What follows belongs to an exercise in optimizing a design on an open flow for small area, a short achievable clock period and few clock cycles per item; a production flow would make more cautious choices. In this exercise RTL edits were held to simulation tests only and were not proved equivalent to the original. No activity file was given, so power comes from the tool's default toggle rates.

==> run B <==
Design mul, start of the top module:
module mul (
    input wire clk,
    input wire reset,
    input wire rd_en,
    input wire wr_en,
    input wire [31:0] wr_data_1,
    input wire [31:0] wr_data_2,
    output wire [63:0] rd_data,
    output reg wr_ready,
    output reg rd_ready,
    output reg rd_val
);
clock: 11.0 ns
lec_check: 0
abc_area: 1
cap_margin: 20
core_margin: 2
core_utilization: 50
slew_margin: 20
synth_hierarchical: 1
standard.sh (not shown) runs the stock make flow with config.mk's settings and CLKGATE_MAP_FILE= SYNTH_SCRIPT=/design/flow/synth_recipe.tcl, a recipe that flattens the netlist after the stock synthesis.
==> flow/flow/run.sh <==
#!/bin/bash
set -euo pipefail
MARGIN=7.5
bash standard.sh SETUP_SLACK_MARGIN=$MARGIN \
  "BUFFER_PORTS_ARGS=-buffer_cell sky130_fd_sc_hd__buf_2" \
  finish > standard_flow.log 2>&1
==> inputs of run K, as changes to run B <==
CORE_UTILIZATION = 40   (was 50)
CTS_CLUSTER_DIAMETER = 150   (was default)
CTS_CLUSTER_SIZE = 30   (was default)
==> inputs of run A, as changes to run B <==
--- a/flow/flow/run.sh
+++ b/flow/flow/run.sh
@@ -2,3 +2,3 @@
 set -euo pipefail
-MARGIN=7.5
+MARGIN=7.4
 bash standard.sh SETUP_SLACK_MARGIN=$MARGIN \
CORE_UTILIZATION = 40   (was 50)
==> inputs of run M, as changes to run B <==
CORE_UTILIZATION = 40   (was 50)
CTS_BUF_LIST = sky130_fd_sc_hd__clkbuf_8   (was default)
CTS_CLUSTER_SIZE = 24   (was default)
==> run notes <==
metric	run M	run K	run A	run B
Result of the run	complete, no violations	complete, no violations	complete, no violations	complete, no violations
Min Tclk post-route	3.53 ns	3.52 ns	3.62 ns	3.53 ns
Internal portion of total power	7.48 mW	7.04 mW	7.68 mW	7.65 mW
Number of search-and-repair iterations in the first detailed-routing pass	6	6	9	8
Resized Gates After CTS	37	31	11	24
Fraction of final layout cells sized beyond drive strength 1	12.6%	10.5%	11.6%	12.2%
Routability cong.	0.871	0.871	0.867	0.895
Share of total power in combinational logic	68.7%	72.1%	67.8%	68.2%
Pre-CTS setup slack	5.76 ns	5.76 ns	5.71 ns	5.74 ns
Maximum achievable frequency	0.283 GHz	0.284 GHz	0.276 GHz	0.283 GHz
Metal2 WL	48.5 mm	47.6 mm	47.4 mm	48.3 mm
Final nets	3885	3830	3856	3863
Leak Pwr	16.1 nW	15.5 nW	16.0 nW	16.1 nW
Switching fraction of total power	47.5%	48.5%	46.8%	47.2%
Overall power after layout	14.2 mW	13.7 mW	14.4 mW	14.5 mW
Power of the combinational group	9.78 mW	9.86 mW	9.78 mW	9.88 mW
Via count	26300	26000	26400	26900
Reg-to-reg setup timing slack	7.47 ns	7.48 ns	7.38 ns	7.47 ns
Worst setup path endpoint	cs2[81]$_DFFE_PN_	cs2[81]$_DFFE_PN_	cs2[77]$_DFFE_PN_	cs2[97]$_DFFE_PN_
Wire length on met3	15.3 mm	14.9 mm	15.9 mm	15.6 mm
Clk cell area share	3.54%	1.26%	4.00%	3.95%
Count of buffers not belonging to the clock network in the layout	231	230	228	233
Proportion of cell area occupied by registers	29.5%	30.2%	29.6%	29.6%
Clock share of power	9.9%	5.6%	11.2%	10.9%
Clock buffer count	71	23	53	58
RSZ-0062 raised after global routing	yes	yes	no	yes
Initial cell density of the core	40.5%	40.5%	40.5%	50.4%
Testbench counts of run B, summed over its fixed seeds: cycles 536, items 512.
Testbench counts of run K, summed over its fixed seeds: cycles 536, items 512.
Testbench counts of run A, summed over its fixed seeds: cycles 536, items 512.
Testbench counts of run M, summed over its fixed seeds: cycles 536, items 512.


==> run H: inputs <==
Another version of the RTL of mul (not shown whole).
## mul
module mul (
    input wire clk,
    input wire reset,
    input wire rd_en,
    input wire wr_en,
    input wire [31:0] wr_data_1,
    input wire [31:0] wr_data_2,
    output wire [63:0] rd_data,
    output reg wr_ready,
    output reg rd_ready,
    output reg rd_val
);
Settings: LEC_CHECK=0, ABC_AREA=1, CAP_MARGIN=20, CORE_MARGIN=2, CORE_UTILIZATION=40, CTS_CLUSTER_DIAMETER=120, CTS_CLUSTER_SIZE=26, SLEW_MARGIN=20, SYNTH_HIERARCHICAL=1; clock period 11.0 ns.
==> flow/flow/run.sh <==
#!/bin/bash
set -euo pipefail
MARGIN=7.5
bash standard.sh SETUP_SLACK_MARGIN=$MARGIN \
  "BUFFER_PORTS_ARGS=-buffer_cell sky130_fd_sc_hd__buf_2" \
  finish > standard_flow.log 2>&1
==> run X: changes against run H <==
--- a/flow/config.mk
+++ b/flow/config.mk
@@ -10,6 +10,7 @@
 export CORE_MARGIN = 2
 export CORE_UTILIZATION = 40
-export CTS_CLUSTER_DIAMETER = 120
-export CTS_CLUSTER_SIZE = 26
+export CTS_CLUSTER_DIAMETER = 110
+export CTS_CLUSTER_SIZE = 22
+export PLACE_DENSITY = 0.5
 export SLEW_MARGIN = 20
 export SYNTH_HIERARCHICAL = 1
==> run F: changes against run H <==
--- a/flow/config.mk
+++ b/flow/config.mk
@@ -7,9 +7,9 @@
 export LEC_CHECK = 0
 export ABC_AREA = 1
-export CAP_MARGIN = 20
+export CAP_MARGIN = 5
 export CORE_MARGIN = 2
 export CORE_UTILIZATION = 40
-export CTS_CLUSTER_DIAMETER = 120
-export CTS_CLUSTER_SIZE = 26
-export SLEW_MARGIN = 20
+export CTS_CLUSTER_DIAMETER = 110
+export CTS_CLUSTER_SIZE = 22
+export SLEW_MARGIN = 5
 export SYNTH_HIERARCHICAL = 1
==> run C: changes against run H <==
--- a/flow/config.mk
+++ b/flow/config.mk
@@ -10,6 +10,7 @@
 export CORE_MARGIN = 2
 export CORE_UTILIZATION = 40
-export CTS_CLUSTER_DIAMETER = 120
-export CTS_CLUSTER_SIZE = 26
+export CTS_CLUSTER_DIAMETER = 110
+export CTS_CLUSTER_SIZE = 22
+export PLACE_DENSITY = 0.75
 export SLEW_MARGIN = 20
 export SYNTH_HIERARCHICAL = 1
==> comparison <==
- Via count, lowest first: run X, run F, run H, run C.
- Final cell count, highest first: run X, run C, run F, run H.
- Area after synthesis is the same in run C and run F.
- Clock skew, lowest first: run C, run F, run H, run X.
- Maximum frequency, highest first: run F, run X, run H, run C.
- Of run F and run H, run F has the higher routed wire length (gap 0.64%, measured against run H).
==> figures <==
|  | run C | run X | run F | run H |
|---|---|---|---|---|
| Run status | finished clean | finished clean | finished clean | finished clean |
| Clock latency on the worst-skew pair | 600 ps | 630 ps | 600 ps | 600 ps |
| Capture point of the worst reg-to-reg path | cs2[81] | cs2[31] | cs2[69] | cs2[65] |
| Time the final worst path needs with I/O delays and setup | 3540 ps | 3500 ps | 3480 ps | 3500 ps |
| Antenna cells | 3 | 0 | 1 | 2 |
| Global Route met2 Usage | 36.0% | 40.6% | 37.6% | 37.4% |
| Number of antenna violations at the first check in global routing | 8 | 3 | 1 | 2 |
| Number of multi-input combinational cells | 2347 | 2347 | 2352 | 2349 |
| Data-path buffer share of cell area in the final layout | 4.58% | 4.92% | 4.35% | 4.61% |
| Placed cell count | 4315 | 4316 | 4313 | 4314 |
| Power drawn by the clock network | 0.888 mW | 1.01 mW | 0.924 mW | 0.828 mW |
| Critical path origin | en[4] | a1_n[10] | a1_n[17] | e2_n[9] |
| Largest net degree at the start of global routing | 83 | 71 | 81 | 81 |
| Top layer used by detailed routing | met5 | met5 | met4 | met5 |
Testbench counts of run H, summed over its fixed seeds: cycles 536, items 512.
Testbench counts of run X, summed over its fixed seeds: cycles 536, items 512.
Testbench counts of run F, summed over its fixed seeds: cycles 536, items 512.
Testbench counts of run C, summed over its fixed seeds: cycles 536, items 512.

afterwards: timing with drivers on the ports:
The flow's constraints put no driver on any port. The routed layouts listed below were extracted and timed again, unchanged, in two steps.
Step 1 assumes that a clkbuf_16 drives the clock port and a buf_2 every other input.
Step 2 times the ports against the registers' clock, not the clock port: input delays grow and output delays shrink by t, the midpoint of the rising clock arrivals with the driver on.
a / b / c = ideal / step 1 / step 2; a / b = the first two.
| run | shift t [ns] | setup WS [ns] | worst setup path after step 2 | worst register clock-pin slew, ns | worst slew at a driven data input, ns |
|---|---|---|---|---|---|
| run B | 0.667 | 7.470 / 7.470 / 7.186 | input to register | 0.06 / 0.06 | 0.06 |
| run K | 0.625 | 7.485 / 7.439 / 7.103 | input to register | 0.12 / 0.12 | 0.12 |
| run A | 0.663 | 7.380 / 7.380 / 6.899 | input to register | 0.07 / 0.07 | 0.11 |
| run M | 0.732 | 7.470 / 7.470 / 7.005 | input to register | 0.07 / 0.07 | 0.11 |
| run H | 0.651 | 7.496 / 7.496 / 7.051 | input to register | 0.11 / 0.11 | 0.07 |
| run X | 0.684 | 7.505 / 7.505 / 6.998 | input to register | 0.10 / 0.10 | 0.07 |
| run F | 0.655 | 7.517 / 7.517 / 6.969 | input to register | 0.10 / 0.10 | 0.07 |
| run C | 0.651 | 7.462 / 7.462 / 7.220 | input to register | 0.09 / 0.09 | 0.10 |
After both steps setup and hold are still met in every run listed. The setup slack of run F, which loses most, moves by 0.000 ns with the drivers and by -0.548 ns with both steps.
